Context: an optimization exercise on an open-source flow, tuned for small area. The choices shown serve that exercise and are no tape-out recipe. In this exercise RTL edits were held to simulation tests only and were not proved equivalent to the original. Power figures rest on the tool's default switching activity, not on a simulated workload.

## job 4807
Design Top, start of the top module:
module Top(
input clk,
input reset,
input l_down,
input l_up,
input r_down,
input r_up,
output hsync,
output vsync,
output red0,
output red1,
output red2,
output red3,
output grn0,
output grn1,
output grn2,
output grn3,
output blu0,
output blu1,
output blu2,
output blu3
    );
Size: about 860 cells after synthesis, roughly 150 flip-flops, ~20 I/O pins, ~7200 um2 of cells after synthesis.
==> flow/config.mk <==
export PLATFORM = sky130hd
export DESIGN_NAME = Top
export DESIGN_NICKNAME = Top
export VERILOG_FILES = /design/flow/design.v
export SDC_FILE = /design/flow/constraint.sdc
export NUM_CORES = 4
export LEC_CHECK = 0
export CAP_MARGIN = 20
export CORE_MARGIN = 2
export CORE_UTILIZATION = 60
export CTS_BUF_LIST = sky130_fd_sc_hd__clkbuf_8
export CTS_CLUSTER_DIAMETER = 200
export CTS_CLUSTER_SIZE = 40
export SLEW_MARGIN = 20
==> flow/constraint.sdc <==
create_clock -name core_clock -period 12.0 [get_ports {clk}]
set_input_delay 2.4000 -clock core_clock [delete_from_list [all_inputs] [get_ports {clk}]]
set_output_delay 2.4000 -clock core_clock [all_outputs]
set_load 0.01 [all_outputs]
standard.sh (not shown) runs the stock make flow with config.mk's settings and CLKGATE_MAP_FILE= SYNTH_SCRIPT=/design/flow/synth_recipe.tcl, a recipe that flattens the netlist after the stock synthesis.
==> flow/flow/run.sh <==
#!/bin/bash
# Own flow: the standard layout (standard.sh), except that ABC maps the
# combinational logic with an area-oriented script (area.abc) instead of
# ORFS's speed script. The synthesis is otherwise ORFS's synth.tcl as
# synth_recipe.tcl runs it, so registers, their names and cell types are the
# standard synthesis's.
set -euo pipefail
here=$(pwd)
mkdir -p "$here/mysynth"
# ORFS's synth.tcl with the ABC script swapped after synth_preamble.tcl
python3 - "$FLOW_HOME/scripts/synth.tcl" "$here/mysynth/synth_mod.tcl" "$here/flow/area.abc" <<'PY'
import sys
src, dst, abc = sys.argv[1:4]
s = open(src).read()
anchor = "source $::env(SCRIPTS_DIR)/synth_preamble.tcl\n"
assert s.count(anchor) == 1
s = s.replace(anchor, anchor + (
    "set abc_args [list -script {%s} {*}$lib_args {*}$lib_dont_use_args"
    " -constr $::env(OBJECTS_DIR)/abc.constr]\n" % abc), 1)
open(dst, "w").write(s)
PY
# synth_recipe.tcl, sourcing the patched synth.tcl
sed "s#source \$::env(SCRIPTS_DIR)/synth.tcl#source $here/mysynth/synth_mod.tcl#" \
    "$here/synth_recipe.tcl" > "$here/mysynth/synth_own.tcl"
grep -q "mysynth/synth_mod.tcl" "$here/mysynth/synth_own.tcl"
bash "$here/standard.sh" SYNTH_SCRIPT="$here/mysynth/synth_own.tcl" finish > "$here/flow_make.log" 2>&1
==> flow/flow/area.abc <==
strash
dch -f
amap
topo
stime -c
Job 4807 reached the end of the flow, and the finished layout is clean on the timing, design-rule and antenna checks.
> inputs changed (job 4807 -> job 9612)
# job 4807
export LEC_CHECK = 0
export CAP_MARGIN = 20
export CORE_MARGIN = 2
export CORE_UTILIZATION = 60
export CTS_BUF_LIST = sky130_fd_sc_hd__clkbuf_8
export CTS_CLUSTER_DIAMETER = 200
export CTS_CLUSTER_SIZE = 40
export SLEW_MARGIN = 20
create_clock -name core_clock -period 12.0 [get_ports {clk}]
# job 9612
export LEC_CHECK = 0
export CAP_MARGIN = 20
export CORE_MARGIN = 2
export CORE_UTILIZATION = 60
export GPL_TIMING_DRIVEN = 0
export SLEW_MARGIN = 20
create_clock -name core_clock -period 12.0 [get_ports {clk}]
diff --git a/flow/flow/run.sh b/flow/flow/run.sh
--- a/flow/flow/run.sh
+++ b/flow/flow/run.sh
@@ -24,3 +24,10 @@
     "$here/synth_recipe.tcl" > "$here/mysynth/synth_own.tcl"
 grep -q "mysynth/synth_mod.tcl" "$here/mysynth/synth_own.tcl"
-bash "$here/standard.sh" SYNTH_SCRIPT="$here/mysynth/synth_own.tcl" finish > "$here/flow_make.log" 2>&1
+# CTS without dummy balancing loads; port buffers of the smallest buffer;
+# no pass-through buffers from synthesis (placement is not timing driven, so
+# nothing would remove them); adders left to ABC rather than mapped to
+# full-adder cells first
+bash "$here/standard.sh" SYNTH_SCRIPT="$here/mysynth/synth_own.tcl" \
+    "CTS_ARGS=-sink_clustering_enable -repair_clock_nets -buf_list sky130_fd_sc_hd__clkbuf_8 -dont_use_dummy_load" \
+    "BUFFER_PORTS_ARGS=-buffer_cell sky130_fd_sc_hd__buf_1" SYNTH_INSBUF=0 ADDER_MAP_FILE= \
+    finish > "$here/flow_make.log" 2>&1
==> flow/flow/area.abc <==
strash
&get -n
&deepsyn -T 60
&put
dch -f
amap
topo
stime -c
## What came out
Compared with job 4807, the detailed router inserted fewer vias in job 9612.
Per the comparison of job 9612 with job 4807, overall global routing resource usage went up by 0.98 points, mean cell area of the mapped netlist went down by about 7%.
Edits applied to the flow inputs when going from job 9612 to job 3960:
diff --git a/flow/flow/run.sh b/flow/flow/run.sh
--- a/flow/flow/run.sh
+++ b/flow/flow/run.sh
@@ -26,8 +26,7 @@
 # CTS without dummy balancing loads; port buffers of the smallest buffer;
 # no pass-through buffers from synthesis (placement is not timing driven, so
-# nothing would remove them); adders left to ABC rather than mapped to
-# full-adder cells first
+# nothing would remove them)
 bash "$here/standard.sh" SYNTH_SCRIPT="$here/mysynth/synth_own.tcl" \
     "CTS_ARGS=-sink_clustering_enable -repair_clock_nets -buf_list sky130_fd_sc_hd__clkbuf_8 -dont_use_dummy_load" \
-    "BUFFER_PORTS_ARGS=-buffer_cell sky130_fd_sc_hd__buf_1" SYNTH_INSBUF=0 ADDER_MAP_FILE= \
+    "BUFFER_PORTS_ARGS=-buffer_cell sky130_fd_sc_hd__buf_1" SYNTH_INSBUF=0 \
     finish > "$here/flow_make.log" 2>&1
### Flow results
Compared with job 9612, in job 3960 leakage power of the design went up; synthesized-area fraction occupied by ao, oa, aoi and oai cells fell 5.4 points. Diff job 9612..job 3960 | proportion of power drawn by the clock network | negligible. Routed wire length (job 3960 over job 9612): decrease, about 6%. Comparing job 9612 against job 3960, there is no change at all in share of async-settable or async-resettable flops after synthesis. Looking at final cell count across job 9612 and job 3960, the one that comes out higher is job 9612. Delta(die span in x, job 3960 - job 9612) > 0.
Setup changes, job 3960 to job 9404
# job 3960
export LEC_CHECK = 0
export CAP_MARGIN = 20
export CORE_MARGIN = 2
export CORE_UTILIZATION = 60
export GPL_TIMING_DRIVEN = 0
export SLEW_MARGIN = 20
create_clock -name core_clock -period 12.0 [get_ports {clk}]
# job 9404
export LEC_CHECK = 0
export CAP_MARGIN = 20
export CORE_MARGIN = 2
export CORE_UTILIZATION = 40
export SLEW_MARGIN = 20
create_clock -name core_clock -period 12.0 [get_ports {clk}]
diff --git a/flow/flow/run.sh b/flow/flow/run.sh
--- a/flow/flow/run.sh
+++ b/flow/flow/run.sh
@@ -24,9 +24,3 @@
     "$here/synth_recipe.tcl" > "$here/mysynth/synth_own.tcl"
 grep -q "mysynth/synth_mod.tcl" "$here/mysynth/synth_own.tcl"
-# CTS without dummy balancing loads; port buffers of the smallest buffer;
-# no pass-through buffers from synthesis (placement is not timing driven, so
-# nothing would remove them)
-bash "$here/standard.sh" SYNTH_SCRIPT="$here/mysynth/synth_own.tcl" \
-    "CTS_ARGS=-sink_clustering_enable -repair_clock_nets -buf_list sky130_fd_sc_hd__clkbuf_8 -dont_use_dummy_load" \
-    "BUFFER_PORTS_ARGS=-buffer_cell sky130_fd_sc_hd__buf_1" SYNTH_INSBUF=0 \
-    finish > "$here/flow_make.log" 2>&1
+bash "$here/standard.sh" SYNTH_SCRIPT="$here/mysynth/synth_own.tcl" finish > "$here/flow_make.log" 2>&1
==> flow/flow/area.abc <==
strash
dch -f
amap
topo
stime -c
## What came out
In job 9404, the area added between synthesis and finish came out 5.8 points above the value in job 3960. Going from job 3960 to job 9404, power density over the cells now sits higher; number of cell rows now sits higher; global-route wire length before repair now sits higher.

The RTL this note starts from:
==> flow/design.v <==
module vga(
input clk,
input reset,
input [8:0] l_pos,
input [8:0] r_pos,
input [9:0] x_ball_n,
input [9:0] y_ball_pos,
output step,
output hsync,
output vsync,
output reg col
    );
    function [10:0] sub;
        input [9:0] a;
        input [9:0] b;
        reg c;
        integer i;
        begin
            c = 1'b1;
            for (i = 0; i < 10; i = i + 1)
                {c, sub[i]} = a[i] + b[i] + c;
            sub[10] = c;
        end
    endfunction
    reg [11:0] h;
    reg [9:0] v;
    reg ball_v;
    wire [10:0] h2 = h[11:1];
    wire p = h[0];
    wire hend = h == 12'd2079;
    wire vend = v == 10'd665;
    balltimer bt(.clk(clk), .reset(reset), .step(step));
    wire [9:0] b = p ? y_ball_pos : {1'b0, h2[9] ? r_pos : l_pos};
    wire [10:0] d = sub(v, ~b);                        
    wire on_pad = (h2 < 11'd76 || h2 >= 11'd836) && d[10] && d[9:0] < 10'd150;
    wire [10:0] dx = sub(h2[9:0], x_ball_n);           
    wire on_ball = dx[10] && dx[9:0] < 10'd10 && ball_v;
    wire [9:0] y = v - 10'd37;
    wire on_line = h2 == 11'd456 && y[3];
    wire visible = h2 >= 11'd56 && h2 < 11'd856 && v >= 10'd37 && v < 10'd637;
    assign hsync = h >= 12'd1713 && h <= 12'd1952;
    assign vsync = (v >= 10'd637 && v < 10'd643 && !(v == 10'd637 && h == 12'd0)) ||
                   (v == 10'd643 && h == 12'd0);
    always @(posedge clk) begin
        if (reset || hend)
            h <= 12'd0;
        else
            h <= h + 1'b1;
        if (reset || (hend && vend))
            v <= 10'd0;
        else if (hend)
            v <= v + 1'b1;
        ball_v <= d[10] && d[9:0] < 10'd10;
        if (reset)
            col <= 1'b0;
        else if (!p)
            col <= visible && (on_pad || on_line || on_ball);
    end
endmodule
module balltimer(
input clk,
input reset,
output step
    );
    reg [16:0] s;
    wire [16:0] q = s ^ 17'h0aaaa;     
    wire z = ~|q[15:0];
    wire fb = q[16] ^ q[13] ^ z;
    assign step = q[16] & z;
    always @(posedge clk)
        s <= reset ? 17'h0aaaa ^ 17'd1 : ({q[15:0], fb} ^ 17'h0aaaa);
endmodule
module pong(
input clk,
input reset,
input l_up,
input l_down,
input r_up,
input r_down,
input step,
output reg [9:0] x_ball_n,
output reg [9:0] y_ball_pos,
output [8:0] l_pos,
output [8:0] r_pos
    );
    wire l_up_f, l_down_f, r_up_f, r_down_f;
    stepc l_down_s(.clk(clk), .reset(reset), .en(l_down && ~l_up), .full(l_down_f));
    stepc l_up_s(.clk(clk), .reset(reset), .en(l_up && ~l_down), .full(l_up_f));
    stepc r_down_s(.clk(clk), .reset(reset), .en(r_down && ~r_up), .full(r_down_f));
    stepc r_up_s(.clk(clk), .reset(reset), .en(r_up && ~r_down), .full(r_up_f));
    paddle l_p(.clk(clk), .reset(reset), .dn(l_down_f), .up(l_up_f), .pos(l_pos));
    paddle r_p(.clk(clk), .reset(reset), .dn(r_down_f), .up(r_up_f), .pos(r_pos));
    function [10:0] sub;
        input [9:0] a;
        input [9:0] b;
        reg c;
        integer i;
        begin
            c = 1'b1;
            for (i = 0; i < 10; i = i + 1)
                {c, sub[i]} = a[i] + b[i] + c;
            sub[10] = c;
        end
    endfunction
    reg move_x, move_y;
    wire at_l = x_ball_n == ~10'd76;
    wire at_r = x_ball_n == ~10'd825;
    wire at_x = at_l || at_r;
    wire mx = move_x ^ at_x;
    wire my = move_y ^ (y_ball_pos == 10'd37 || y_ball_pos == 10'd626);
    wire [8:0] pad = at_r ? r_pos : l_pos;
    wire [10:0] e = sub(y_ball_pos, ~{1'b0, pad});
    wire hit = e[10] ? e[9:0] < 10'd160 : e[9:0] >= 10'd1014;
    wire miss = at_x && !hit;
    function [9:0] step1;
        input [9:0] a;
        input dn;
        reg t;
        integer i;
        begin
            t = 1'b1;
            for (i = 0; i < 10; i = i + 1) begin
                step1[i] = a[i] ^ t;
                t = t & (a[i] ^ dn);
            end
        end
    endfunction
    always @(posedge clk) begin
        if (reset) begin
            x_ball_n <= ~10'd451;
            y_ball_pos <= 10'd332;
            move_x <= 1'b0;
            move_y <= 1'b0;
        end else if (step) begin
            move_x <= mx;
            move_y <= my;
            if (miss) begin
                x_ball_n <= ~10'd451;
                y_ball_pos <= 10'd332;
            end else begin
                x_ball_n <= step1(x_ball_n, mx);
                y_ball_pos <= step1(y_ball_pos, !my);
            end
        end
    end
endmodule
module paddle(
input clk,
input reset,
input dn,
input up,
output reg [8:0] pos
    );
    wire inc = dn && pos != 9'd486;
    wire dec = !dn && up && pos != 9'd37;
    reg [8:0] nx;
    reg t;
    integer i;
    always @(*) begin
        t = inc | dec;
        for (i = 0; i < 9; i = i + 1) begin
            nx[i] = pos[i] ^ t;
            t = t & (pos[i] ^ dec);
        end
    end
    always @(posedge clk)
        if (reset) pos <= 9'd262;
        else pos <= nx;
endmodule
module stepc(
input clk,
input reset,
input en,
output full
    );
    reg [16:0] q;
    wire z = ~|q[15:0];
    wire fb = q[16] ^ q[13] ^ z;
    assign full = z & ~q[16];
    always @(posedge clk)
        if (reset) q <= 17'd1;
        else if (en) q <= {q[15:0], fb};
endmodule
module Top(
input clk,
input reset,
input l_down,
input l_up,
input r_down,
input r_up,
output hsync,
output vsync,
output red0,
output red1,
output red2,
output red3,
output grn0,
output grn1,
output grn2,
output grn3,
output blu0,
output blu1,
output blu2,
output blu3
    );
    wire col;
    assign red0=col;
    assign red1=col;
    assign red2=col;
    assign red3=col;
    assign grn0=col;
    assign grn1=col;
    assign grn2=col;
    assign grn3=col;
    assign blu0=col;
    assign blu1=col;
    assign blu2=col;
    assign blu3=col;
    wire [8:0] l_pos, r_pos;
    wire [9:0] x_ball_pos, y_ball_pos;
    wire step;
    vga vga_inst(
    .clk(clk),
    .reset(reset),
    .l_pos(l_pos),
    .r_pos(r_pos),
    .x_ball_n(x_ball_pos),
    .y_ball_pos(y_ball_pos),
    .step(step),
    .hsync(hsync),
    .vsync(vsync),
    .col(col)
    );
    pong pong_inst(
    .clk(clk),
    .reset(reset),
    .l_up(l_up),
    .l_down(l_down),
    .r_up(r_up),
    .r_down(r_down),
    .step(step),
    .x_ball_n(x_ball_pos),
    .y_ball_pos(y_ball_pos),
    .l_pos(l_pos),
    .r_pos(r_pos)
    );
endmodule
export LEC_CHECK = 0
export CAP_MARGIN = 20
export CORE_MARGIN = 2
export CORE_UTILIZATION = 60
export CTS_BUF_LIST = sky130_fd_sc_hd__clkbuf_16
export CTS_CLUSTER_DIAMETER = 300
export CTS_CLUSTER_SIZE = 80
export SLEW_MARGIN = 20
create_clock -name core_clock -period 12.0 [get_ports {clk}]
==> flow/flow/run.sh <==
#!/bin/bash
# Own flow: the standard layout (standard.sh), except that ABC maps the
# combinational logic with an area-oriented script (area.abc) instead of
# ORFS's speed script. The synthesis is otherwise ORFS's synth.tcl as
# synth_recipe.tcl runs it, so registers, their names and cell types are the
# standard synthesis's.
set -euo pipefail
here=$(pwd)
mkdir -p "$here/mysynth"
# ORFS's synth.tcl with the ABC script swapped after synth_preamble.tcl
python3 - "$FLOW_HOME/scripts/synth.tcl" "$here/mysynth/synth_mod.tcl" "$here/flow/area.abc" <<'PY'
import sys
src, dst, abc = sys.argv[1:4]
s = open(src).read()
anchor = "source $::env(SCRIPTS_DIR)/synth_preamble.tcl\n"
assert s.count(anchor) == 1
s = s.replace(anchor, anchor + (
    "set abc_args [list -script {%s} {*}$lib_args {*}$lib_dont_use_args"
    " -constr $::env(OBJECTS_DIR)/abc.constr]\n" % abc), 1)
open(dst, "w").write(s)
PY
# synth_recipe.tcl, sourcing the patched synth.tcl
sed "s#source \$::env(SCRIPTS_DIR)/synth.tcl#source $here/mysynth/synth_mod.tcl#" \
    "$here/synth_recipe.tcl" > "$here/mysynth/synth_own.tcl"
grep -q "mysynth/synth_mod.tcl" "$here/mysynth/synth_own.tcl"
bash "$here/standard.sh" SYNTH_SCRIPT="$here/mysynth/synth_own.tcl" finish > "$here/flow_make.log" 2>&1
==> flow/flow/area.abc <==
strash
dch -f
amap
topo
stime -c
The starting point completed without violations.
==> next run, changes <==
--- a/flow/flow/run.sh
+++ b/flow/flow/run.sh
@@ -26 +26,5 @@
-bash "$here/standard.sh" SYNTH_SCRIPT="$here/mysynth/synth_own.tcl" finish > "$here/flow_make.log" 2>&1
+# CTS without dummy balancing loads; port buffers of the smallest buffer
+bash "$here/standard.sh" SYNTH_SCRIPT="$here/mysynth/synth_own.tcl" \
+    "CTS_ARGS=-sink_clustering_enable -repair_clock_nets -buf_list sky130_fd_sc_hd__clkbuf_8 -dont_use_dummy_load" \
+    "BUFFER_PORTS_ARGS=-buffer_cell sky130_fd_sc_hd__buf_1" \
+    finish > "$here/flow_make.log" 2>&1
==> flow/flow/area.abc (replaced) <==
strash
&get -n
&deepsyn -T 60
&put
dch -f
amap
topo
stime -c
Settings changed: CTS_BUF_LIST sky130_fd_sc_hd__clkbuf_16 to not set, CTS_CLUSTER_DIAMETER 300 to not set, CTS_CLUSTER_SIZE 80 to not set.
=> Die area came out lower by a few percent. Cell count came out lower by a few percent. Cell area came out lower by a little under a tenth. Sequential share of layout area came out higher by 3.6 points. Hold slack barely changes. Via count came out lower by a little under a tenth.
==> next run, changes <==
--- a/flow/flow/run.sh
+++ b/flow/flow/run.sh
@@ -26,5 +26 @@
-# CTS without dummy balancing loads; port buffers of the smallest buffer
-bash "$here/standard.sh" SYNTH_SCRIPT="$here/mysynth/synth_own.tcl" \
-    "CTS_ARGS=-sink_clustering_enable -repair_clock_nets -buf_list sky130_fd_sc_hd__clkbuf_8 -dont_use_dummy_load" \
-    "BUFFER_PORTS_ARGS=-buffer_cell sky130_fd_sc_hd__buf_1" \
-    finish > "$here/flow_make.log" 2>&1
+bash "$here/standard.sh" SYNTH_SCRIPT="$here/mysynth/synth_own.tcl" finish > "$here/flow_make.log" 2>&1
==> flow/flow/area.abc (replaced) <==
strash
dch -f
amap
topo
stime -c
Settings changed: CTS_BUF_LIST set to sky130_fd_sc_hd__clkbuf_8, CTS_CLUSTER_SIZE set to 50.
Via count is higher by about 6.5%.
Register-to-register slack gains 1.0 ns.
Clock skew is lower by 0.021 ns.
Hold slack gains 0.0089 ns.
Setup slack gains 1.0 ns.
Count of clock-buffer cells in the layout is higher by 2.
Power is higher by 17%.
First-iteration DRC count is higher by about 43%.
Cell area is higher by 7.6%.
==> next run, changes <==
--- a/flow/flow/run.sh
+++ b/flow/flow/run.sh
@@ -26 +26,5 @@
-bash "$here/standard.sh" SYNTH_SCRIPT="$here/mysynth/synth_own.tcl" finish > "$here/flow_make.log" 2>&1
+# CTS without dummy balancing loads; port buffers of the smallest buffer
+bash "$here/standard.sh" SYNTH_SCRIPT="$here/mysynth/synth_own.tcl" \
+    "CTS_ARGS=-sink_clustering_enable -repair_clock_nets -buf_list sky130_fd_sc_hd__clkbuf_8 -dont_use_dummy_load" \
+    "BUFFER_PORTS_ARGS=-buffer_cell sky130_fd_sc_hd__buf_1" \
+    finish > "$here/flow_make.log" 2>&1
Sequential share of layout area climbs by 1.6 points.
Wire length went up slightly.
Setup slack is worse by 0.32 ns.
Maximum frequency decreases by a few percent.
Cell count came out lower slightly.
Total power goes down by about a fifth.
Cell area is lower by a few percent.
Combinational power came out lower slightly.
Via count hardly moves.
Area after synthesis stays the same.

separate check: timing with driven ports:
No port has a modelled driver above. Below, the same layouts with a new extraction and two added sets of constraints.
Step 1 sets driving cells, clkbuf_16 on the clock port and buf_2 on the other inputs (assumed; they add their load-dependent delay and slew).
Step 2, shift: input delay + t, output delay - t, t = (earliest + latest rising clock arrival at the registers) / 2. This alone moves slack from input paths to output paths.
Slacks: ideal / step 1 / step 2; pairs: ideal / step 1.
| run | t, ns | setup slack, ns | pins driven straight from the clock port |
|---|---|---|---|
| job 4807 | 0.483 | 5.646 / 5.646 / 5.646 | 1 |
| job 9612 | 0.476 | 6.180 / 6.180 / 6.180 | 1 |
| job 3960 | 0.470 | 4.292 / 4.292 / 4.292 | 1 |
| job 9404 | 0.459 | 5.739 / 5.739 / 5.739 | 1 |
| the first run of note 2 | 0.464 | 5.630 / 5.630 / 5.630 | 1 |
| the second run of note 2 | 0.477 | 4.633 / 4.633 / 4.633 | 1 |
| the third run of note 2 | 0.483 | 5.646 / 5.646 / 5.646 | 1 |
| the fourth run of note 2 | 0.471 | 5.330 / 5.330 / 5.330 | 1 |
After both steps setup and hold are still met in every run listed.
